This is an optimization exercise on Yosys and OpenROAD, whose aim is small area, not a production implementation.
The RTL was checked by simulation tests, not by an equivalence proof against the original design.
No activity file was given, so power comes from the tool's default toggle rates.

## flow/config.mk

```make
export PLATFORM = sky130hd
export DESIGN_NAME = Top_Module
export DESIGN_NICKNAME = Top_Module
export VERILOG_FILES = /design/flow/design.v
export SDC_FILE = /design/flow/constraint.sdc
export NUM_CORES = 4
export LEC_CHECK = 0
export CAP_MARGIN = 20
export CORE_MARGIN = 2
export CORE_UTILIZATION = 40
export SLEW_MARGIN = 20
```

## flow/constraint.sdc

```tcl
create_clock -name core_clock -period 10.0 [get_ports {Gbl_CLK}]
set_input_delay 2.0000 -clock core_clock [delete_from_list [all_inputs] [get_ports {Gbl_CLK}]]
set_output_delay 2.0000 -clock core_clock [all_outputs]
set_load 0.01 [all_outputs]
```

## flow/design.v

```verilog
`timescale 1ns / 1ps
module Top_Module(
    input Trigger_S1,
	 input Trigger_S2,
	 input Trigger_S3,
	 input Trigger_S4,
    input Gbl_CLK,
    input RST_EX,
	 input Dim_Load,
	 input [31:0] DIM_MAX,
    output SR_OUT1,
	 output SR_OUT2,
	 output SR_OUT3,
	 output SR_OUT4,
	 output Flag_ERR,
    output Flag_CNT,
    output Flag_DIAG,
    output Flag_MED,
	 output Result_Ready,
	 output [1:0] Quadrent,
    output [31:0] P,
	 output [31:0] Q,
	 output [31:0] R
	 );
	 wire LOADVALUE;
	 wire [3:0] LN_Out;
	 wire LN_EN;
	 wire	LN_ALL;
	 Latch_Network NW1(.LN_CLK(Gbl_CLK), .LN_DIN_S({Trigger_S1,Trigger_S2,Trigger_S3,Trigger_S4}), .LN_DIN_R(RST_EX), .LN_Q(LN_Out), .SROUT1(SR_OUT1), .SROUT2(SR_OUT2), .SROUT3(SR_OUT3), .SROUT4(SR_OUT4), .LN_CNT_EN(LN_EN), .LN_DIN_ALL(LN_ALL));
	 wire CLK_10MHz;
	 wire TICK_10MHz;
	 ClkDivider DIV_10MHz(.CLK_IN(Gbl_CLK), .CD_RST(RST_EX), .CLK_DIV(CLK_10MHz), .CLK_TICK(TICK_10MHz));
	 wire [31:0] CNTR_Out_A, CNTR_Out_B, CNTR_Out_C, CNTR_Out_D;
	 wire CNTR_COF_A, CNTR_COF_B, CNTR_COF_C, CNTR_COF_D;
	 Counter_Full CNT_A( .CR_CLK(Gbl_CLK), .CR_TICK(TICK_10MHz), .CR_EN(LN_EN), .CR_HALT(LN_Out[3]),   .CR_RST(RST_EX), .CR_LOADMAX(Dim_Load), .D_MAX(DIM_MAX), .CR_DOUT(CNTR_Out_A), .CR_COF(CNTR_COF_A));
	 Counter_Full CNT_B( .CR_CLK(Gbl_CLK), .CR_TICK(TICK_10MHz), .CR_EN(LN_EN), .CR_HALT(LN_Out[2]),   .CR_RST(RST_EX), .CR_LOADMAX(Dim_Load), .D_MAX(DIM_MAX), .CR_DOUT(CNTR_Out_B), .CR_COF(CNTR_COF_B));
	 Counter_Full CNT_C( .CR_CLK(Gbl_CLK), .CR_TICK(TICK_10MHz), .CR_EN(LN_EN), .CR_HALT(LN_Out[1]),   .CR_RST(RST_EX), .CR_LOADMAX(Dim_Load), .D_MAX(DIM_MAX), .CR_DOUT(CNTR_Out_C), .CR_COF(CNTR_COF_C));
	 Counter_Full CNT_D( .CR_CLK(Gbl_CLK), .CR_TICK(TICK_10MHz), .CR_EN(LN_EN), .CR_HALT(LN_Out[0]),   .CR_RST(RST_EX), .CR_LOADMAX(Dim_Load), .D_MAX(DIM_MAX), .CR_DOUT(CNTR_Out_D), .CR_COF(CNTR_COF_D));
	 wire Cofctrl;  
	 COFcontrol CTRL(.A32(CNTR_COF_A), .B32(CNTR_COF_B), .C32(CNTR_COF_C), .D32(CNTR_COF_D), .SRA(LN_Out[3]), .SRB(LN_Out[2]), .SRC(LN_Out[1]), .SRD(LN_Out[0]), .Cout(Cofctrl));
	 wire [1:0] route_data_x, route_data_y, route_data_z;     
	 FSM Logic_System(.FSM_CLK(Gbl_CLK), .COF(Cofctrl), .FSM_RST(RST_EX), .A(LN_Out[3]), .B(LN_Out[2]), .C(LN_Out[1]), .D(LN_Out[0]), .FSM_ERR(Flag_ERR), .FSM_CNT(Flag_CNT), .FSM_DIAG(Flag_DIAG), .FSM_MED(Flag_MED), .FSM_W(Quadrent), .FSM_X(route_data_x), .FSM_Y(route_data_y), .FSM_Z(route_data_z));
	 wire [31:0] Ass_x, Ass_y, Ass_z; 											 
	 Value_Assigner AssignA(.Assign_CLK(Gbl_CLK), .Ca(CNTR_Out_A), .Cb(CNTR_Out_B), .Cc(CNTR_Out_C), .Cd(CNTR_Out_D),
	 .SelX(route_data_x), .SelY(route_data_y), .SelZ(route_data_z), .VAssign_INI(LN_ALL), .RST(RST_EX), .Assign_Done(Result_Ready),
	 .Xassigner(P), .Yassigner(Q), .Zassigner(R));
endmodule
`timescale 1ns / 1ps
module Latch_Network(
    input LN_CLK,
	 input [3:0] LN_DIN_S,
	 input LN_DIN_R,
	 output reg SROUT1,
	 output reg SROUT2,
	 output reg SROUT3,
	 output reg SROUT4,
	 output reg [3:0] LN_Q,
    output reg LN_CNT_EN,
    output reg LN_DIN_ALL
    );
	always @(posedge LN_CLK)
	begin
		if(LN_DIN_S[0] == 1)
		begin
			LN_Q[0] <= 1;
		end
		else if(LN_DIN_R == 1)
		begin
			LN_Q[0] <= 1'b0;
		end
		else if(LN_DIN_S[0] == 0 & LN_DIN_R == 0)
		begin
			LN_Q[0] <= LN_Q[0];
		end
	end
	always @(posedge LN_CLK)
	begin
		if(LN_DIN_S[1] == 1)
		begin
			LN_Q[1] <= 1;
		end
		else if(LN_DIN_R == 1)
		begin
			LN_Q[1] <= 1'b0;
		end
		else if(LN_DIN_S[1] == 0 & LN_DIN_R == 0)
		begin
			LN_Q[1] <= LN_Q[1];
		end
	end
	always @(posedge LN_CLK)
	begin
		if(LN_DIN_S[2] == 1)
		begin
			LN_Q[2] <= 1;
		end
		else if(LN_DIN_R == 1)
		begin
			LN_Q[2] <= 1'b0;
		end
		else if(LN_DIN_S[2] == 0 & LN_DIN_R == 0)
		begin
			LN_Q[2] <= LN_Q[2];
		end
	end
	always @(posedge LN_CLK)
	begin
		if(LN_DIN_S[3] == 1)
		begin
			LN_Q[3] <= 1;
		end
		else if(LN_DIN_R == 1)
		begin
			LN_Q[3] <= 1'b0;
		end
		else if(LN_DIN_S[3] == 0 & LN_DIN_R == 0)
		begin
			LN_Q[3] <= LN_Q[3];
		end
	end
	always @(posedge LN_CLK)
	begin
		{SROUT1,SROUT2,SROUT3,SROUT4} <= LN_Q;
	end
	always @(posedge LN_CLK)
	begin
		LN_CNT_EN <= LN_Q[0] | LN_Q[1] | LN_Q[2] | LN_Q[3];
		LN_DIN_ALL <= LN_Q[0] & LN_Q[1] & LN_Q[2] & LN_Q[3];
	end
endmodule
`timescale 1ns / 1ps
module ClkDivider(
    input CLK_IN,							 
    input CD_RST,
    output reg CLK_DIV,
    output CLK_TICK						 
    );
	reg [7:0] count;
	localparam Limit = 8'd5;   
	assign CLK_TICK = ~CD_RST & (count == Limit - 1) & ~CLK_DIV;
	always @(posedge CLK_IN)
	begin
		 if (CD_RST == 1'b1)
		 begin
			  CLK_DIV <= 1'b0;
			  count <=  8'd0;
		 end
		 else if (count == Limit - 1)
		 begin
			  CLK_DIV <= ~CLK_DIV;
			  count <=  8'd0;
		 end
		 else
		 begin
			  CLK_DIV <= CLK_DIV;
			  count <= count + 1'b1;
		 end
	end
endmodule
`timescale 1ns / 1ps
module Counter_Full #(
    parameter CNT_W = 16						 
    )(
    input CR_CLK,
    input CR_TICK,							 
    input CR_EN,
	 input CR_HALT,
	 input CR_RST,
	 input CR_LOADMAX,
	 input [31:0] D_MAX,
    output [31:0] CR_DOUT,
    output reg CR_COF
    );
	 reg Latch_EN;								 
	 reg [31:0] D_MAX_TEMP;
	 reg [CNT_W-1:0] cnt;
	 assign CR_DOUT = {{(32-CNT_W){1'b0}}, cnt};
	 reg        en_n;
	 reg        cof_n;
	 reg [CNT_W-1:0] dout_n;
	 always@ (posedge CR_CLK)
	 begin
		en_n = Latch_EN;
		cof_n = CR_COF;
		dout_n = cnt;
		if(CR_RST)
		begin
			cof_n = 1'b0;
			en_n = 1'b0;
			dout_n = {CNT_W{1'b0}};
		end
		if(CR_TICK)
		begin
			if(CR_EN)
			begin
				en_n = 1'b1;
			end
			if(CR_HALT)
			begin
				en_n = 1'b0;
			end
			if(en_n)
			begin
				if ({{(32-CNT_W){1'b0}}, dout_n} >= D_MAX_TEMP)			 
				begin
					cof_n = 1'b1;
				end
				else
				begin
					dout_n = dout_n + 1'b1;
					cof_n = 1'b0;
				end
			end
		end
		if(CR_LOADMAX == 1'b1)
		begin
			D_MAX_TEMP <= D_MAX;
		end		
		Latch_EN <= en_n;
		CR_COF <= cof_n;
		cnt <= dout_n;
	end
endmodule
`timescale 1ns / 1ps
module COFcontrol(
    input A32,
    input B32,
    input C32,
    input D32,
    input SRA,
    input SRB,
    input SRC,
    input SRD,
    output reg Cout
    );
		wire P1,P2,P3;
		nand g1(P1,SRA,SRB,SRC,SRD);
		or g2(P2,A32,B32,C32,D32);
		and g3(P3,P1,P2);
		always @*
		begin
			Cout = P3;
		end
endmodule
`timescale 1ns / 1ps
module FSM(
    input FSM_CLK,
    input COF,
    input FSM_RST,
    input A,
    input B,
    input C,
    input D,
    output reg FSM_ERR,
    output reg FSM_CNT,
    output reg FSM_DIAG,
    output reg FSM_MED,
	 output reg [1:0] FSM_W,
	 output reg [1:0] FSM_X,
	 output reg [1:0] FSM_Y,
	 output reg [1:0] FSM_Z
    );
	 parameter S0 = 8'd0, S1 = 8'd1, S2 = 8'd2, S3 = 8'd3, S4 = 8'd4, S5 = 8'd5, S6 = 8'd6, S7 = 8'd7, S8 = 8'd8, S9 = 8'd9,
	 S10 = 8'd10, S11 = 8'd11, S12 = 8'd12, S13 = 8'd13, S14 = 8'd14, S15 = 8'd15, S16 = 8'd16, S17 = 8'd17, S18 = 8'd18, S19 = 8'd19,
	 S20 = 8'd20, S21 = 8'd21, S22 = 8'd22, S23 = 8'd23, S24 = 8'd24, S25 = 8'd25, S26 = 8'd26, S27 = 8'd27, S28 = 8'd28, S29 = 8'd29,
	 S30 = 8'd30, S31 = 8'd31, S32 = 8'd32, S33 = 8'd33, S34 = 8'd34, S35 = 8'd35, S36 = 8'd36, S37 = 8'd37, S38 = 8'd38, S39 = 8'd39,
	 S40 = 8'd40, S41 = 8'd41, S42 = 8'd42, S43 = 8'd43, S44 = 8'd44, S45 = 8'd45, S46 = 8'd46, S47 = 8'd47, S48 = 8'd48, S49 = 8'd49, 
	 S50 = 8'd50, S51 = 8'd51, S52 = 8'd52, S53 = 8'd53, S54 = 8'd54, S55 = 8'd55, S56 = 8'd56, S57 = 8'd57, S58 = 8'd58, S59 = 8'd59,
	 S60 = 8'd60, S61 = 8'd61, S62 = 8'd62, S63 = 8'd63, S64 = 8'd64, S65 = 8'd65, S66 = 8'd66, S67 = 8'd67, S68 = 8'd68, S69 = 8'd69,
	 S70 = 8'd70, S71 = 8'd71, S72 = 8'd72, S73 = 8'd73, S74 = 8'd74, S75 = 8'd75, S76 = 8'd76, S77 = 8'd77, S78 = 8'd78, S79 = 8'd79,
	 S80 = 8'd80, S81 = 8'd81;
	 reg [6:0] currentState;
	 reg [6:0] nextState;
	 always @(posedge FSM_CLK)
		begin
			if(FSM_RST)
			currentState <= S0;
			else
			currentState <= nextState;
		end
	 always @*  
		 begin
		 case(currentState)
			 S0:
				begin
					FSM_ERR = 1'b0;
					FSM_CNT = 1'b0;
					FSM_DIAG = 1'b0;
					FSM_MED = 1'b0;
					FSM_W = 2'b00;
					FSM_X = 2'b00;
					FSM_Y = 2'b00;
					FSM_Z = 2'b00;
				end
			S1:
				begin
					FSM_ERR = 1'b0;
					FSM_CNT = 1'b1;
					FSM_DIAG = 1'b0;
					FSM_MED = 1'b0;
					FSM_W = 2'b00;
					FSM_X = 2'b01;
					FSM_Y = 2'b10;
					FSM_Z = 2'b11;
				end
			S2:
				begin
					FSM_ERR = 1'b0;
					FSM_CNT = 1'b0;
					FSM_DIAG = 1'b0;
					FSM_MED = 1'b0;
					FSM_W = 2'b00;
					FSM_X = 2'b11;
					FSM_Y = 2'b01;
					FSM_Z = 2'b10;
				end
			S3:
				begin
					FSM_ERR = 1'b0;
					FSM_CNT = 1'b0;
					FSM_DIAG = 1'b0;
					FSM_MED = 1'b1;
					FSM_W = 2'b00;
					FSM_X = 2'b11;
					FSM_Y = 2'b01;
					FSM_Z = 2'b10;
				end
			S4:
				begin
					FSM_ERR = 1'b1;
					FSM_CNT = 1'b0;
					FSM_DIAG = 1'b0;
					FSM_MED = 1'b0;
					FSM_W = 2'b00;
					FSM_X = 2'b11;
					FSM_Y = 2'b01;
					FSM_Z = 2'b10;
				end
			S5:
				begin
					FSM_ERR = 1'b1;
					FSM_CNT = 1'b0;
					FSM_DIAG = 1'b0;
					FSM_MED = 1'b0;
					FSM_W = 2'b00;
					FSM_X = 2'b11;
					FSM_Y = 2'b01;
					FSM_Z = 2'b10;
				end
			S6:
				begin
					FSM_ERR = 1'b1;
					FSM_CNT = 1'b0;
					FSM_DIAG = 1'b0;
					FSM_MED = 1'b1;
					FSM_W = 2'b00;
					FSM_X = 2'b11;
					FSM_Y = 2'b01;
					FSM_Z = 2'b10;
				end
			S7:
				begin
					FSM_ERR = 1'b0;
					FSM_CNT = 1'b0;
					FSM_DIAG = 1'b0;
					FSM_MED = 1'b0;
					FSM_W = 2'b01;
					FSM_X = 2'b00;
					FSM_Y = 2'b10;
					FSM_Z = 2'b11;
				end
			S8:
				begin
					FSM_ERR = 1'b0;
					FSM_CNT = 1'b0;
					FSM_DIAG = 1'b0;
					FSM_MED = 1'b0;
					FSM_W = 2'b01;
					FSM_X = 2'b00;
					FSM_Y = 2'b10;
					FSM_Z = 2'b11;
				end
			S9:
				begin
					FSM_ERR = 1'b1;
					FSM_CNT = 1'b0;
					FSM_DIAG = 1'b0;
					FSM_MED = 1'b1;
					FSM_W = 2'b01;
					FSM_X = 2'b00;
					FSM_Y = 2'b10;
					FSM_Z = 2'b11;
				end
			S10:
				begin
					FSM_ERR = 1'b1;
					FSM_CNT = 1'b0;
					FSM_DIAG = 1'b0;
					FSM_MED = 1'b0;
					FSM_W = 2'b01;
					FSM_X = 2'b00;
					FSM_Y = 2'b10;
					FSM_Z = 2'b11;
				end
			S11:
				begin
					FSM_ERR = 1'b1;
					FSM_CNT = 1'b0;
					FSM_DIAG = 1'b0;
					FSM_MED = 1'b0;
					FSM_W = 2'b01;
					FSM_X = 2'b00;
					FSM_Y = 2'b10;
					FSM_Z = 2'b11;
				end
			S12:
				begin
					FSM_ERR = 1'b0;
					FSM_CNT = 1'b0;
					FSM_DIAG = 1'b0;
					FSM_MED = 1'b1;
					FSM_W = 2'b10;
					FSM_X = 2'b01;
					FSM_Y = 2'b11;
					FSM_Z = 2'b00;
				end
			S13:
				begin
					FSM_ERR = 1'b0;
					FSM_CNT = 1'b0;
					FSM_DIAG = 1'b0;
					FSM_MED = 1'b0;
					FSM_W = 2'b10;
					FSM_X = 2'b01;
					FSM_Y = 2'b11;
					FSM_Z = 2'b00;
				end
			S14:
				begin
					FSM_ERR = 1'b1;
					FSM_CNT = 1'b0;
					FSM_DIAG = 1'b0;
					FSM_MED = 1'b0;
					FSM_W = 2'b10;
					FSM_X = 2'b01;
					FSM_Y = 2'b11;
					FSM_Z = 2'b00;
				end
			S15:
				begin
					FSM_ERR = 1'b1;
					FSM_CNT = 1'b0;
					FSM_DIAG = 1'b0;
					FSM_MED = 1'b0;
					FSM_W = 2'b10;
					FSM_X = 2'b01;
					FSM_Y = 2'b11;
					FSM_Z = 2'b00;
				end
			S16:
				begin
					FSM_ERR = 1'b1;
					FSM_CNT = 1'b0;
					FSM_DIAG = 1'b0;
					FSM_MED = 1'b0;
					FSM_W = 2'b10;
					FSM_X = 2'b01;
					FSM_Y = 2'b11;
					FSM_Z = 2'b00;
				end
			S17:
				begin
					FSM_ERR = 1'b0;
					FSM_CNT = 1'b0;
					FSM_DIAG = 1'b0;
					FSM_MED = 1'b0;
					FSM_W = 2'b11;
					FSM_X = 2'b10;
					FSM_Y = 2'b00;
					FSM_Z = 2'b01;
				end
			S18:
				begin
					FSM_ERR = 1'b0;
					FSM_CNT = 1'b0;
					FSM_DIAG = 1'b0;
					FSM_MED = 1'b0;
					FSM_W = 2'b11;
					FSM_X = 2'b10;
					FSM_Y = 2'b00;
					FSM_Z = 2'b01;
				end
			S19:
				begin
					FSM_ERR = 1'b1;
					FSM_CNT = 1'b0;
					FSM_DIAG = 1'b0;
					FSM_MED = 1'b0;
					FSM_W = 2'b11;
					FSM_X = 2'b10;
					FSM_Y = 2'b00;
					FSM_Z = 2'b01;
				end
			S20:
				begin
					FSM_ERR = 1'b1;
					FSM_CNT = 1'b0;
					FSM_DIAG = 1'b0;
					FSM_MED = 1'b0;
					FSM_W = 2'b11;
					FSM_X = 2'b10;
					FSM_Y = 2'b00;
					FSM_Z = 2'b01;
				end
			S21:
				begin
					FSM_ERR = 1'b1;
					FSM_CNT = 1'b0;
					FSM_DIAG = 1'b0;
					FSM_MED = 1'b0;
					FSM_W = 2'b11;
					FSM_X = 2'b10;
					FSM_Y = 2'b00;
					FSM_Z = 2'b01;
				end
			S22:
				begin
					FSM_ERR = 1'b0;
					FSM_CNT = 1'b0;
					FSM_DIAG = 1'b0;
					FSM_MED = 1'b0;
					FSM_W = 2'b11;
					FSM_X = 2'b10;
					FSM_Y = 2'b00;
					FSM_Z = 2'b01;
				end
			S23:
				begin
					FSM_ERR = 1'b1;
					FSM_CNT = 1'b0;
					FSM_DIAG = 1'b0;
					FSM_MED = 1'b0;
					FSM_W = 2'b11;
					FSM_X = 2'b10;
					FSM_Y = 2'b00;
					FSM_Z = 2'b01;
				end
			S24:
				begin
					FSM_ERR = 1'b0;
					FSM_CNT = 1'b0;
					FSM_DIAG = 1'b0;
					FSM_MED = 1'b0;
					FSM_W = 2'b11;
					FSM_X = 2'b10;
					FSM_Y = 2'b00;
					FSM_Z = 2'b01;
				end
			S25:
				begin
					FSM_ERR = 1'b0;
					FSM_CNT = 1'b0;
					FSM_DIAG = 1'b1;
					FSM_MED = 1'b0;
					FSM_W = 2'b11;
					FSM_X = 2'b10;
					FSM_Y = 2'b00;
					FSM_Z = 2'b01;
				end
			S26:
				begin
					FSM_ERR = 1'b1;
					FSM_CNT = 1'b0;
					FSM_DIAG = 1'b0;
					FSM_MED = 1'b0;
					FSM_W = 2'b11;
					FSM_X = 2'b10;
					FSM_Y = 2'b00;
					FSM_Z = 2'b01;
				end
			S27:
				begin
					FSM_ERR = 1'b0;
					FSM_CNT = 1'b0;
					FSM_DIAG = 1'b0;
					FSM_MED = 1'b0;
					FSM_W = 2'b11;
					FSM_X = 2'b10;
					FSM_Y = 2'b00;
					FSM_Z = 2'b01;
				end
			S28:
				begin
					FSM_ERR = 1'b0;
					FSM_CNT = 1'b0;
					FSM_DIAG = 1'b0;
					FSM_MED = 1'b0;
					FSM_W = 2'b11;
					FSM_X = 2'b10;
					FSM_Y = 2'b00;
					FSM_Z = 2'b01;
				end
			S29:
				begin
					FSM_ERR = 1'b0;
					FSM_CNT = 1'b0;
					FSM_DIAG = 1'b0;
					FSM_MED = 1'b0;
					FSM_W = 2'b11;
					FSM_X = 2'b10;
					FSM_Y = 2'b00;
					FSM_Z = 2'b01;
				end
			S30:
				begin
					FSM_ERR = 1'b1;
					FSM_CNT = 1'b0;
					FSM_DIAG = 1'b0;
					FSM_MED = 1'b0;
					FSM_W = 2'b11;
					FSM_X = 2'b10;
					FSM_Y = 2'b00;
					FSM_Z = 2'b01;
				end
			S31:
				begin
					FSM_ERR = 1'b1;
					FSM_CNT = 1'b0;
					FSM_DIAG = 1'b0;
					FSM_MED = 1'b0;
					FSM_W = 2'b11;
					FSM_X = 2'b10;
					FSM_Y = 2'b00;
					FSM_Z = 2'b01;
				end
			S32:
				begin
					FSM_ERR = 1'b0;
					FSM_CNT = 1'b0;
					FSM_DIAG = 1'b0;
					FSM_MED = 1'b0;
					FSM_W = 2'b11;
					FSM_X = 2'b10;
					FSM_Y = 2'b00;
					FSM_Z = 2'b01;
				end
			S33:
				begin
					FSM_ERR = 1'b0;
					FSM_CNT = 1'b0;
					FSM_DIAG = 1'b0;
					FSM_MED = 1'b0;
					FSM_W = 2'b11;
					FSM_X = 2'b10;
					FSM_Y = 2'b00;
					FSM_Z = 2'b01;
				end
			S34:
				begin
					FSM_ERR = 1'b0;
					FSM_CNT = 1'b0;
					FSM_DIAG = 1'b0;
					FSM_MED = 1'b0;
					FSM_W = 2'b11;
					FSM_X = 2'b10;
					FSM_Y = 2'b00;
					FSM_Z = 2'b01;
				end
			S35:
				begin
					FSM_ERR = 1'b1;
					FSM_CNT = 1'b0;
					FSM_DIAG = 1'b0;
					FSM_MED = 1'b0;
					FSM_W = 2'b10;
					FSM_X = 2'b00;
					FSM_Y = 2'b00;
					FSM_Z = 2'b00;
				end
			S36:
				begin
					FSM_ERR = 1'b1;
					FSM_CNT = 1'b0;
					FSM_DIAG = 1'b0;
					FSM_MED = 1'b0;
					FSM_W = 2'b10;
					FSM_X = 2'b01;
					FSM_Y = 2'b11;
					FSM_Z = 2'b00;
				end
			S37:
				begin
					FSM_ERR = 1'b0;
					FSM_CNT = 1'b0;
					FSM_DIAG = 1'b0;
					FSM_MED = 1'b0;
					FSM_W = 2'b10;
					FSM_X = 2'b01;
					FSM_Y = 2'b11;
					FSM_Z = 2'b00;
				end
			S38:
				begin
					FSM_ERR = 1'b1;
					FSM_CNT = 1'b0;
					FSM_DIAG = 1'b0;
					FSM_MED = 1'b0;
					FSM_W = 2'b10;
					FSM_X = 2'b01;
					FSM_Y = 2'b11;
					FSM_Z = 2'b00;
				end
			S39:
				begin
					FSM_ERR = 1'b0;
					FSM_CNT = 1'b0;
					FSM_DIAG = 1'b0;
					FSM_MED = 1'b0;
					FSM_W = 2'b10;
					FSM_X = 2'b01;
					FSM_Y = 2'b11;
					FSM_Z = 2'b00;
				end
			S40:
				begin
					FSM_ERR = 1'b0;
					FSM_CNT = 1'b0;
					FSM_DIAG = 1'b1;
					FSM_MED = 1'b0;
					FSM_W = 2'b10;
					FSM_X = 2'b01;
					FSM_Y = 2'b11;
					FSM_Z = 2'b00;
				end
			S41:
				begin
					FSM_ERR = 1'b1;
					FSM_CNT = 1'b0;
					FSM_DIAG = 1'b0;
					FSM_MED = 1'b0;
					FSM_W = 2'b10;
					FSM_X = 2'b01;
					FSM_Y = 2'b11;
					FSM_Z = 2'b00;
				end
			S42:
				begin
					FSM_ERR = 1'b0;
					FSM_CNT = 1'b0;
					FSM_DIAG = 1'b0;
					FSM_MED = 1'b0;
					FSM_W = 2'b10;
					FSM_X = 2'b01;
					FSM_Y = 2'b11;
					FSM_Z = 2'b00;
				end
			S43:
				begin
					FSM_ERR = 1'b0;
					FSM_CNT = 1'b0;
					FSM_DIAG = 1'b0;
					FSM_MED = 1'b0;
					FSM_W = 2'b10;
					FSM_X = 2'b01;
					FSM_Y = 2'b11;
					FSM_Z = 2'b00;
				end
			S44:
				begin
					FSM_ERR = 1'b0;
					FSM_CNT = 1'b0;
					FSM_DIAG = 1'b0;
					FSM_MED = 1'b0;
					FSM_W = 2'b10;
					FSM_X = 2'b01;
					FSM_Y = 2'b11;
					FSM_Z = 2'b00;
				end
			S45:
				begin
					FSM_ERR = 1'b1;
					FSM_CNT = 1'b0;
					FSM_DIAG = 1'b0;
					FSM_MED = 1'b0;
					FSM_W = 2'b10;
					FSM_X = 2'b01;
					FSM_Y = 2'b11;
					FSM_Z = 2'b00;
				end
			S46:
				begin
					FSM_ERR = 1'b1;
					FSM_CNT = 1'b0;
					FSM_DIAG = 1'b0;
					FSM_MED = 1'b0;
					FSM_W = 2'b10;
					FSM_X = 2'b01;
					FSM_Y = 2'b11;
					FSM_Z = 2'b00;
				end
			S47:
				begin
					FSM_ERR = 1'b0;
					FSM_CNT = 1'b0;
					FSM_DIAG = 1'b0;
					FSM_MED = 1'b0;
					FSM_W = 2'b10;
					FSM_X = 2'b01;
					FSM_Y = 2'b11;
					FSM_Z = 2'b00;
				end
			S48:
				begin
					FSM_ERR = 1'b0;
					FSM_CNT = 1'b0;
					FSM_DIAG = 1'b0;
					FSM_MED = 1'b0;
					FSM_W = 2'b10;
					FSM_X = 2'b01;
					FSM_Y = 2'b11;
					FSM_Z = 2'b00;
				end
			S49:
				begin
					FSM_ERR = 1'b0;
					FSM_CNT = 1'b0;
					FSM_DIAG = 1'b0;
					FSM_MED = 1'b0;
					FSM_W = 2'b10;
					FSM_X = 2'b01;
					FSM_Y = 2'b11;
					FSM_Z = 2'b00;
				end
			S50:
				begin
					FSM_ERR = 1'b1;
					FSM_CNT = 1'b0;
					FSM_DIAG = 1'b0;
					FSM_MED = 1'b0;
					FSM_W = 2'b10;
					FSM_X = 2'b01;
					FSM_Y = 2'b11;
					FSM_Z = 2'b00;
				end
			S51:
				begin
					FSM_ERR = 1'b1;
					FSM_CNT = 1'b0;
					FSM_DIAG = 1'b0;
					FSM_MED = 1'b0;
					FSM_W = 2'b10;
					FSM_X = 2'b01;
					FSM_Y = 2'b11;
					FSM_Z = 2'b00;
				end
			S52:
				begin
					FSM_ERR = 1'b0;
					FSM_CNT = 1'b0;
					FSM_DIAG = 1'b0;
					FSM_MED = 1'b0;
					FSM_W = 2'b01;
					FSM_X = 2'b10;
					FSM_Y = 2'b00;
					FSM_Z = 2'b11;
				end
			S53:
				begin
					FSM_ERR = 1'b1;
					FSM_CNT = 1'b0;
					FSM_DIAG = 1'b0;
					FSM_MED = 1'b0;
					FSM_W = 2'b01;
					FSM_X = 2'b10;
					FSM_Y = 2'b00;
					FSM_Z = 2'b11;
				end
			S54:
				begin
					FSM_ERR = 1'b0;
					FSM_CNT = 1'b0;
					FSM_DIAG = 1'b0;
					FSM_MED = 1'b0;
					FSM_W = 2'b01;
					FSM_X = 2'b10;
					FSM_Y = 2'b00;
					FSM_Z = 2'b11;
				end
			S55:
				begin
					FSM_ERR = 1'b1;
					FSM_CNT = 1'b0;
					FSM_DIAG = 1'b1;
					FSM_MED = 1'b0;
					FSM_W = 2'b01;
					FSM_X = 2'b10;
					FSM_Y = 2'b00;
					FSM_Z = 2'b11;
				end
			S56:
			begin
					FSM_ERR = 1'b1;
					FSM_CNT = 1'b0;
					FSM_DIAG = 1'b0;
					FSM_MED = 1'b0;
					FSM_W = 2'b01;
					FSM_X = 2'b10;
					FSM_Y = 2'b00;
					FSM_Z = 2'b11;
				end
			S57:
				begin
					FSM_ERR = 1'b0;
					FSM_CNT = 1'b0;
					FSM_DIAG = 1'b0;
					FSM_MED = 1'b0;
					FSM_W = 2'b01;
					FSM_X = 2'b10;
					FSM_Y = 2'b00;
					FSM_Z = 2'b11;
				end
			S58:
				begin
					FSM_ERR = 1'b0;
					FSM_CNT = 1'b0;
					FSM_DIAG = 1'b0;
					FSM_MED = 1'b0;
					FSM_W = 2'b01;
					FSM_X = 2'b10;
					FSM_Y = 2'b00;
					FSM_Z = 2'b11;
				end
			S59:
				begin
					FSM_ERR = 1'b0;
					FSM_CNT = 1'b0;
					FSM_DIAG = 1'b0;
					FSM_MED = 1'b0;
					FSM_W = 2'b01;
					FSM_X = 2'b10;
					FSM_Y = 2'b00;
					FSM_Z = 2'b11;
				end
			S60:
				begin
					FSM_ERR = 1'b1;
					FSM_CNT = 1'b0;
					FSM_DIAG = 1'b0;
					FSM_MED = 1'b0;
					FSM_W = 2'b01;
					FSM_X = 2'b10;
					FSM_Y = 2'b00;
					FSM_Z = 2'b11;
				end
			S61:
				begin
					FSM_ERR = 1'b0;
					FSM_CNT = 1'b0;
					FSM_DIAG = 1'b0;
					FSM_MED = 1'b0;
					FSM_W = 2'b01;
					FSM_X = 2'b10;
					FSM_Y = 2'b00;
					FSM_Z = 2'b11;
				end
			S62:
				begin
					FSM_ERR = 1'b0;
					FSM_CNT = 1'b0;
					FSM_DIAG = 1'b0;
					FSM_MED = 1'b0;
					FSM_W = 2'b01;
					FSM_X = 2'b10;
					FSM_Y = 2'b00;
					FSM_Z = 2'b11;
				end
			S63:
				begin
					FSM_ERR = 1'b0;
					FSM_CNT = 1'b0;
					FSM_DIAG = 1'b0;
					FSM_MED = 1'b0;
					FSM_W = 2'b01;
					FSM_X = 2'b10;
					FSM_Y = 2'b00;
					FSM_Z = 2'b11;
				end
			S64:
				begin
					FSM_ERR = 1'b0;
					FSM_CNT = 1'b0;
					FSM_DIAG = 1'b0;
					FSM_MED = 1'b0;
					FSM_W = 2'b01;
					FSM_X = 2'b10;
					FSM_Y = 2'b00;
					FSM_Z = 2'b11;
				end
			S65:
				begin
					FSM_ERR = 1'b1;
					FSM_CNT = 1'b0;
					FSM_DIAG = 1'b0;
					FSM_MED = 1'b0;
					FSM_W = 2'b01;
					FSM_X = 2'b10;
					FSM_Y = 2'b00;
					FSM_Z = 2'b11;
				end
			S66:
				begin
					FSM_ERR = 1'b1;
					FSM_CNT = 1'b0;
					FSM_DIAG = 1'b0;
					FSM_MED = 1'b0;
					FSM_W = 2'b00;
					FSM_X = 2'b11;
					FSM_Y = 2'b01;
					FSM_Z = 2'b10;
				end
			S67:
				begin
					FSM_ERR = 1'b0;
					FSM_CNT = 1'b0;
					FSM_DIAG = 1'b0;
					FSM_MED = 1'b0;
					FSM_W = 2'b00;
					FSM_X = 2'b11;
					FSM_Y = 2'b01;
					FSM_Z = 2'b10;
				end
			S68:
				begin
					FSM_ERR = 1'b1;
					FSM_CNT = 1'b0;
					FSM_DIAG = 1'b0;
					FSM_MED = 1'b0;
					FSM_W = 2'b00;
					FSM_X = 2'b11;
					FSM_Y = 2'b01;
					FSM_Z = 2'b10;
				end
			S69:
				begin
					FSM_ERR = 1'b0;
					FSM_CNT = 1'b0;
					FSM_DIAG = 1'b0;
					FSM_MED = 1'b0;
					FSM_W = 2'b00;
					FSM_X = 2'b11;
					FSM_Y = 2'b01;
					FSM_Z = 2'b10;
				end
			S70:
				begin
					FSM_ERR = 1'b0;
					FSM_CNT = 1'b0;
					FSM_DIAG = 1'b1;
					FSM_MED = 1'b0;
					FSM_W = 2'b00;
					FSM_X = 2'b11;
					FSM_Y = 2'b01;
					FSM_Z = 2'b10;
				end
			S71:
				begin
					FSM_ERR = 1'b1;
					FSM_CNT = 1'b0;
					FSM_DIAG = 1'b0;
					FSM_MED = 1'b0;
					FSM_W = 2'b00;
					FSM_X = 2'b11;
					FSM_Y = 2'b01;
					FSM_Z = 2'b10;
				end
			S72:
				begin
					FSM_ERR = 1'b0;
					FSM_CNT = 1'b0;
					FSM_DIAG = 1'b0;
					FSM_MED = 1'b0;
					FSM_W = 2'b00;
					FSM_X = 2'b11;
					FSM_Y = 2'b01;
					FSM_Z = 2'b10;
				end
			S73:
				begin
					FSM_ERR = 1'b0;
					FSM_CNT = 1'b0;
					FSM_DIAG = 1'b0;
					FSM_MED = 1'b0;
					FSM_W = 2'b00;
					FSM_X = 2'b11;
					FSM_Y = 2'b01;
					FSM_Z = 2'b10;
				end
			S74:
				begin
					FSM_ERR = 1'b0;
					FSM_CNT = 1'b0;
					FSM_DIAG = 1'b0;
					FSM_MED = 1'b0;
					FSM_W = 2'b00;
					FSM_X = 2'b11;
					FSM_Y = 2'b01;
					FSM_Z = 2'b10;
				end
			S75:
				begin
					FSM_ERR = 1'b1;
					FSM_CNT = 1'b0;
					FSM_DIAG = 1'b0;
					FSM_MED = 1'b0;
					FSM_W = 2'b00;
					FSM_X = 2'b11;
					FSM_Y = 2'b01;
					FSM_Z = 2'b10;
				end
			S76:
				begin
					FSM_ERR = 1'b1;
					FSM_CNT = 1'b0;
					FSM_DIAG = 1'b0;
					FSM_MED = 1'b0;
					FSM_W = 2'b00;
					FSM_X = 2'b11;
					FSM_Y = 2'b01;
					FSM_Z = 2'b10;
				end
			S77:
				begin
					FSM_ERR = 1'b0;
					FSM_CNT = 1'b0;
					FSM_DIAG = 1'b0;
					FSM_MED = 1'b0;
					FSM_W = 2'b00;
					FSM_X = 2'b11;
					FSM_Y = 2'b01;
					FSM_Z = 2'b10;
				end
			S78:
				begin
					FSM_ERR = 1'b0;
					FSM_CNT = 1'b0;
					FSM_DIAG = 1'b0;
					FSM_MED = 1'b0;
					FSM_W = 2'b00;
					FSM_X = 2'b11;
					FSM_Y = 2'b01;
					FSM_Z = 2'b10;
				end
			S79:
				begin
					FSM_ERR = 1'b0;
					FSM_CNT = 1'b0;
					FSM_DIAG = 1'b0;
					FSM_MED = 1'b0;
					FSM_W = 2'b00;
					FSM_X = 2'b11;
					FSM_Y = 2'b01;
					FSM_Z = 2'b10;
				end
			S80:
				begin
					FSM_ERR = 1'b1;
					FSM_CNT = 1'b0;
					FSM_DIAG = 1'b0;
					FSM_MED = 1'b0;
					FSM_W = 2'b00;
					FSM_X = 2'b11;
					FSM_Y = 2'b01;
					FSM_Z = 2'b10;
				end
			S81:
				begin
					FSM_ERR = 1'b1;
					FSM_CNT = 1'b0;
					FSM_DIAG = 1'b0;
					FSM_MED = 1'b0;
					FSM_W = 2'b00;
					FSM_X = 2'b11;
					FSM_Y = 2'b01;
					FSM_Z = 2'b10;
				end
			default:
				begin
					FSM_ERR = 1'b0;
					FSM_CNT = 1'b0;
					FSM_DIAG = 1'b0;
					FSM_MED = 1'b0;
					FSM_W = 2'b00;
					FSM_X = 2'b00;
					FSM_Y = 2'b00;
					FSM_Z = 2'b00;
				end
			endcase
		end
		always @*  
		begin
			case(currentState)
			S0:
				begin
					if(A && B && C && D)
						nextState = S1;
					else if(D && A)
						nextState = S2;
					else if(A && B)
						nextState = S7;
					else if(B && C)
						nextState = S12;
					else if(C && D)
						nextState = S17;
					else if(D)
						nextState = S22;
					else if(C)
						nextState = S37;
					else if(B)
						nextState = S52;
					else if(A)
						nextState = S67;
					else
					nextState = S0;
				end
			S1: nextState = S1;
			S2:
				begin
				if(C && B)
					nextState = S3;
				else if(C)
					nextState = S5;
				else if(B)
					nextState = S6;
				else if (COF)
					nextState = S4;
				else
					nextState = S2;
				end
			S3:  nextState = S3;
			S4:  nextState = S4;
			S5:  nextState = S5;
			S6:  nextState = S6;
			S7:
				begin
				if(C && D)
					nextState = S8;
				else if(C)
					nextState = S11;
				else if(D)
					nextState = S10;
				else if (COF)
					nextState = S9;
				else
					nextState = S7;
				end
			S8: nextState = S8;
			S9: nextState = S9;
			S10: nextState = S10;
			S11: nextState = S11;
			S12:
				begin
				if(A && D)
					nextState = S13;
				else if(A)
					nextState = S16;
				else if(D)
					nextState = S15;
				else if (COF)
					nextState = S14;
				else
					nextState = S12;
				end
			S13: nextState = S13;
			S14: nextState = S14;
			S15: nextState = S15;
			S16: nextState = S16;
			S17:
				begin
				if(A && B)
					nextState = S18;
				else if(A)
					nextState = S21;
				else if(D)
					nextState = S20;
				else if (COF)
					nextState = S19;
				else
					nextState = S17;
				end
			S18: nextState = S18;
			S19: nextState = S19;
			S20: nextState = S20;
			S21: nextState = S21;
			S22:
				begin
				if(A && C)
					nextState = S24;
				else if (A)
					nextState = S32;
				else if (C)
					nextState = S27;
				else if (COF)
					nextState = S23;
				else
					nextState = S22;
				end
			S23: nextState = 23;
			S24:
				begin
				if(B)
					nextState = S25;
				else if (COF)
					nextState = S26;
				else
				   nextState = S24;
				end
			S25: nextState = S25;
			S26: nextState = S26;
		   S27:
				begin
				if(A)
					nextState = S28;
				else if (COF)
					nextState = S30;
				else
				   nextState = S27;
				end
			S28:
				begin
				if(B)
					nextState = S29;
				else if (COF)
					nextState = S31;
				else
				   nextState = S28;
				end
			S29: nextState = S29;
			S30: nextState = S30;
			S31: nextState = S31;
			S32:
				begin
				if(C)
					nextState = S33;
				else if (COF)
					nextState = S35;
				else
				   nextState = S32;
				end
			S33:
				begin
				if(B)
					nextState = S34;
				else if (COF)
					nextState = S36;
				else
				   nextState = S33;
				end
			S34: nextState = S34;
			S35: nextState = S35;
			S36: nextState = S36;
			S37:
				begin
				if(B && D)
					nextState = S39;
				else if (B)
					nextState = S42;
				else if (D)
					nextState = S47;
				else
					nextState = S28;
				end
			S38: nextState = S38;
			S39:
				begin
				if(A)
					nextState = S40;
				else if (COF)
					nextState = S41;
				else
				   nextState = S39;
				end
			S40: nextState = S40;
			S41: nextState = S41;
		   S42:
				begin
				if(D)
					nextState = S43;
				else if (COF)
					nextState = S45;
				else
				   nextState = S42;
				end
			S43:
				begin
				if(A)
					nextState = S44;
				else if (COF)
					nextState = S46;
				else
				   nextState = S43;
				end
			S44: nextState = S44;
			S45: nextState = S45;
			S46: nextState = S46;
			S47:
				begin
				if(B)
					nextState = S48;
				else if (COF)
					nextState = S50;
				else
				   nextState = S47;
				end
			S48:
				begin
				if(A)
					nextState = S49;
				else if (COF)
					nextState = S51;
				else
				   nextState = S48;
				end
			S49: nextState = S49;
			S50: nextState = S50;
			S51: nextState = S51;
			S52:
				begin
				if(A && C)
					nextState = S54;
				else if (A)
					nextState = S57;
				else if (C)
					nextState = S51;
				else
					nextState = S52;
				end
			S53: nextState = S53;
			S54:
				begin
				if(D)
					nextState = S55;
				else if (COF)
					nextState = S56;
				else
				   nextState = S54;
				end
			S55: nextState = S55;
			S56: nextState = S56;
		   S57:
				begin
				if(C)
					nextState = S58;
				else if (COF)
					nextState = S60;
				else
				   nextState = S57;
				end
			S58:
				begin
				if(D)
					nextState = S59;
				else if (COF)
					nextState = S61;
				else
				   nextState = S58;
				end
			S59: nextState = S59;
			S60: nextState = S60;
			S61: nextState = S61;
			S62:
				begin
				if(A)
					nextState = S63;
				else if (COF)
					nextState = S65;
				else
				   nextState = S62;
				end
			S63:
				begin
				if(D)
					nextState = S64;
				else if (COF)
					nextState = S66;
				else
				   nextState = S63;
				end
			S64: nextState = S64;
			S65: nextState = S65;
			S66: nextState = S66;
			S67:
				begin
				if(B && D)
					nextState = S69;
				else if (B)
					nextState = S72;
				else if (D)
					nextState = S77;
				else
					nextState = S67;
				end
			S68: nextState = S68;
			S69:
				begin
				if(C)
					nextState = S70;
				else if (COF)
					nextState = S71;
				else
				   nextState = S69;
				end
			S70: nextState = S70;
			S71: nextState = S71;
		   S72:
				begin
				if(D)
					nextState = S73;
				else if (COF)
					nextState = S75;
				else
				   nextState = S72;
				end
			S73:
				begin
				if(C)
					nextState = S74;
				else if (COF)
					nextState = S76;
				else
				   nextState = S73;
				end
			S74: nextState = S74;
			S75: nextState = S75;
			S76: nextState = S76;
			S77:
				begin
				if(B)
					nextState = S78;
				else if (COF)
					nextState = S80;
				else
				   nextState = S77;
				end
			S78:
				begin
				if(C)
					nextState = S79;
				else if (COF)
					nextState = S81;
				else
				   nextState = S78;
				end
			S79: nextState = S79;
			S80: nextState = S80;
			S81: nextState = S81;
			default: nextState = S0;
			endcase
		end
endmodule
`timescale 1ns / 1ps
module Value_Assigner(
    input Assign_CLK,
	 input [31:0] Ca,
    input [31:0] Cb,
    input [31:0] Cc,
    input [31:0] Cd,
    input [1:0] SelX,
    input [1:0] SelY,
    input [1:0] SelZ,
	 input VAssign_INI,
	 input RST,
	 output reg Assign_Done,
    output reg [31:0] Xassigner,
    output reg [31:0] Yassigner,
    output reg [31:0] Zassigner
    );
	 always @( posedge Assign_CLK)
		begin
			if(RST)
			begin
				Assign_Done <= 1'b0;
				Xassigner <= 31'h00000000;
				Yassigner <= 31'h00000000;
				Zassigner <= 31'h00000000;
			end
			if(VAssign_INI)
			begin
				case (SelX)
					2'b00: Xassigner <= Ca;
					2'b01: Xassigner <= Cb;
					2'b10: Xassigner <= Cc;
					2'b11: Xassigner <= Cd;
					default: Xassigner <= 31'bxxxxxxxxxxxxxxxxxxxxxxxxxxxxxxx;
				endcase
				case (SelY)
					2'b00: Yassigner <= Ca;
					2'b01: Yassigner <= Cb;
					2'b10: Yassigner <= Cc;
					2'b11: Yassigner <= Cd;
					default: Yassigner <= 31'bxxxxxxxxxxxxxxxxxxxxxxxxxxxxxxx;
				endcase
				case (SelZ)
					2'b00: Zassigner <= Ca;
					2'b01: Zassigner <= Cb;
					2'b10: Zassigner <= Cc;
					2'b11: Zassigner <= Cd;
					default: Zassigner <= 31'bxxxxxxxxxxxxxxxxxxxxxxxxxxxxxxx;
				endcase
				Assign_Done <= 1'b1;
		  end
	 end
endmodule
```

## flow/run.sh

```bash
#!/bin/bash
# synth_recipe.tcl (not shown) runs the flow's synth.tcl, then flattens the netlist and writes it again
# the make line also repeats each setting of config.mk as NAME=value (left out here)
make -C /OpenROAD-flow-scripts/flow DESIGN_CONFIG=/design/flow/config.mk WORK_HOME=/design/flow/orfs CLKGATE_MAP_FILE= SYNTH_SCRIPT=/design/flow/synth_recipe.tcl finish
```

==> results.txt <==
cell type report:
cell class	count	area, µm²	area share [%]
Antenna cell	1	2.50	0.0169
Clock buffer	18	450	3.04
Clock inverter	14	116	0.786
Inverter	51	191	1.29
Multi-Input combinational cell	1032	7770	52.5
Sequential cell	191	4630	31.3
Tap cell	442	553	3.74
Timing Repair Buffer	113	1090	7.34
cells in the final DEF, fill, tap and decap left out, types with 6 or more instances in the layout:
cell type        netlist  layout
a211oi_1               8       8
mux2i_1               10      10
o2111ai_1              7       7
nor4_1                13      12
nand4_1               33      33
and4_1                 6       6
nand2_1               71      71
mux2_2                17      17
a41oi_1                6       6
a221oi_1               6       6
o21ai_0               37      37
nor2_1                92      92
buf_4                 51      16
edfxtp_1              80      80
o31ai_1                8       8
nand3_1               48      48
xor2_1                18      18
nand4b_1               7       7
conb_1                 1      48
clkdlybuf4s50_1        0      96
ha_1                  87      87
a21oi_1               50      50
nor2b_1               66      66
or3_1                  8       8
mux4_2                48      48
nor3_1                31      31
inv_6                  0       7
o22ai_1               11      11
inv_1                 47      47
nor3b_1                7       7
nand2b_1              21      21
xnor2_1               35      35
a31oi_1                9       9
clkbuf_16              0      18
and2_1                53      53
dfxtp_1              111     107
a21o_1                36      36
and3_1                25      25
sequential cells by signal (all words and copies together), names as in the netlist, 2 cells and up:
name,cells
CNT_D.D_MAX_TEMP,32
NW1.LN_Q,4
AssignA.Xassigner,16
AssignA.SelX,2
CNT_A.cnt,16
AssignA.Yassigner,16
Quadrent,2
AssignA.Zassigner,16
Logic_System.currentState,7
CNT_C.cnt,16
DIV_10MHz.count,8
CNT_B.cnt,16
AssignA.SelY,2
AssignA.SelZ,2
CNT_D.cnt,16
worst max path at each step:
stage | startpoint | to | slack, ns | depth (start not counted)
floorplan | RST_EX | CNT_A.cnt[10] | 4.21 | 17
global placement | RST_EX | CNT_B.cnt[6] | 4.17 | 15
CTS | RST_EX | CNT_A.cnt[13] | 4.56 | 15
global route | RST_EX | CNT_B.cnt[6] | 4.26 | 15
finish | RST_EX | CNT_A.cnt[13] | 4.48 | 15
detailed placement | RST_EX | CNT_A.cnt[13] | 4.10 | 15
tightest hold or removal path: stages (launching register included):
cell	delay [ns]
dfxtp_1	0.32
nand2_1	0.05
a21oi_1	0.06
routing by layer:
layer | up-vias | global-route usage (%) | share of wire (%)
met2 | 509 | 29.1 | 41
li1 | 5039 | - | -
met5 | - | 0 | 0
met3 | 50 | 4.27 | 8.1
met4 | 0 | 5.59 | 1.7
met1 | 5083 | 32.3 | 49
power by group:
part	total, W	internal, W	switching, W
clock network	0.000672	0.000342	0.000330
logic	0.000790	0.000326	0.000464
registers	0.000984	0.000867	0.000117
per-stage QoR:
| step | utilization (%) | total power [W] | cell area (µm²) | std cells | hold WS [ns] |
|---|---|---|---|---|---|
| detailed placement | 43.9 | 0.00177 | 14200 | 1829 | 0.466 |
| finish | 45.6 | 0.00245 | 14800 | 1862 | 0.478 |
| global route | 45.6 | 0.00258 | 14800 | 1861 | 0.511 |
| floorplan | - | 0.00156 | 13300 | 1409 | 0.370 |
| CTS | 45.6 | 0.00245 | 14800 | 1861 | 0.476 |
| global placement | 43.8 | 0.00178 | 14200 | 1829 | 0.454 |
kinds of logic after synthesis:
group           synth area share, %
compound gates                 13.1
buf+inv                        7.20
fa+ha+maj                      8.27
xor+xnor                       3.53
other cells                  0.0285
simple gates                   22.3
mux                            10.4
flops                          35.1
==> results.yml <==
die:
  num_rows: 66
  die_w_um: 185
  core_area_mm2: 0.0325
  ios: 146
  start_util_pct: 40.6
  die_h_um: 185
  die-area_mm2: 0.0344
clocking:
  cts_buffers: 17
  root_buffer: "clkbuf_16"
  path_clk_slew_ns: 0.07
  cts-hold-fix-buffers: 0
  cts.sinks: 191
  clk_latency_ns: 0.46
  cts_tree: "yes"
  clockBufferDepth: 2
  cts_setup_buffers: 0
  cts_max_level: 4
  cts_resized: 0
global_route:
  grt_use_total_pct: 20.9
  grt_pass1_vias: 9540
  grt_first_pass_wirelength_um: 54900
  grt_max_degree: 51
  antenna_found_initial: 0
  grt-ovfl-total: 0
routing:
  drt_wl_total_um: 35700
  vias: 10681
  dr.pass1.iters: 5
  dr.first_iter.drc_count: 1176
  wl_per_cell_um: 19.2
  avgViaCountPerCell: 5.74
  drc: 0
  detail-route-antenna-nets: 0
min_path:
  hold_path_startpoint: "DIV_10MHz.CLK_DIV"
  min_to: "DIV_10MHz.CLK_DIV"
  holdCritPathClass: "reg2reg"
  hold_path_depth: 2
setup_path:
  slowest_stage: "a41oi_1"
  r2r-end: "AssignA.SelX[1]"
  cpMostUsedCell: "a21o_1"
  crit_family: "compound AO/OA/AOI/OAI gates"
  cp.buffers_inverters: 3
  crit_path_end_kind: "flip-flop"
  cp_max_fo: 46
  cp-start-kind: "primary input"
  r2r_slack_ns: 4.88
  critPathKind: "in2reg"
  worst_r2r_path_depth: 16
  cp_cell_sequence: "buf_2 > buf_4 > inv_1 > nand2_1 > ha_1 > nand2b_1 > a21o_1 > a21o_1 > a21o_1 > a21oi_1 > o21ai_0 > a41oi_1 > nand3_1 > nor3_1 > mux2_2"
  rr_startpoint: "NW1.LN_Q[0]"
  slowest_delay_ns: 0.60
  cp_data_required_time_ns: 10.34
  arrival_ns: 5.86
timing:
  slew_violations: 0
  rsz0062_at_grt: "no"
  fin_crit_sh_pct: 55.2
  period_needed_ns: 5.52
  worst_slack_ns: 4.48
  setup_viol: 0
  timing.slew.headroom_pct: 37.7
  clock_skew_ns: 0.0211
  finalHoldViolCount: 0
  final.setup.tns_ns: 0
  worst_slew_pin_slew_ns: 0.931
  clock.fmax_mhz: 181
pwr:
  peakVddDrop_uv: 131
  p_per_area_mw_per_mm2: 165
  p_leak_nw: 5.88
place:
  dp_slack_ns: 4.10
  hpwl_um: 26100
  io_buffer_count: 97
  gp_congestion: 0.945
layout:
  layout.nets: 1532
  drive_above_1_share_pct: 10.5
  nFillCells: 3073
  area_growth_syn_to_layout_pct: 12.5
logic_synthesis:
  synth_top_cell_by_area: "edfxtp_1"
  yosys-top-cells-count: "dfxtp_1, nor2_1, ha_1, edfxtp_1, nand2_1"
  synth.most_common_cell: "dfxtp_1"
  yosys-top-cells-area: "edfxtp_1, dfxtp_1, ha_1, mux4_2, nor2b_1"
  ys.flop_type: "dfxtp_1"
  synth_cell_type_count: 93
  synth_edf_count: 80
  ys_seq_elements: 191
  synth_seq_area_share_pct: 35.1
  postSynthAreaPerCell_um2: 9.66
  yosysTopAreaCellShare_pct: 18.3
  netlist_instances: 1362
  syn-cell-area_mm2: 0.0132
  ys_async_sr_fraction_pct: 0
  ys_warn_count: 6
status:
  status: "finished clean"
run:
  cap_viol_max_count: 0

[static timing again, ports no longer ideal]
In the flow no input, the clock included, has a driving cell. The finished layout below was timed again as built, in two steps. Step 1 (the two cells are an assumption about what drives the block):
set clk [get_ports {Gbl_CLK}]
set_driving_cell -lib_cell sky130_fd_sc_hd__clkbuf_16 $clk
set_driving_cell -lib_cell sky130_fd_sc_hd__buf_2 [delete_from_list [all_inputs] $clk]
Step 2 moves the port delays by t, midway between the first and last clock arrival at a register: inputs arrive t later, outputs are due t later. That takes back most of the time a late clock gives input paths. Slacks: ideal ports / drivers / drivers and shift; pairs: ideal ports / drivers.
t (ns): 0.494
setup slack, ns: 4.481 / 4.507 / 4.013
latest minus earliest clock arrival (ns): 0.021 / 0.022
worst register clock-pin slew, ns: 0.08 / 0.08
worst slew at a driven data input, ns: 0.04
After both steps setup and hold are still met in this run. For this run, drivers alone change the setup slack by +0.026 ns; drivers and shift together by -0.468 ns.
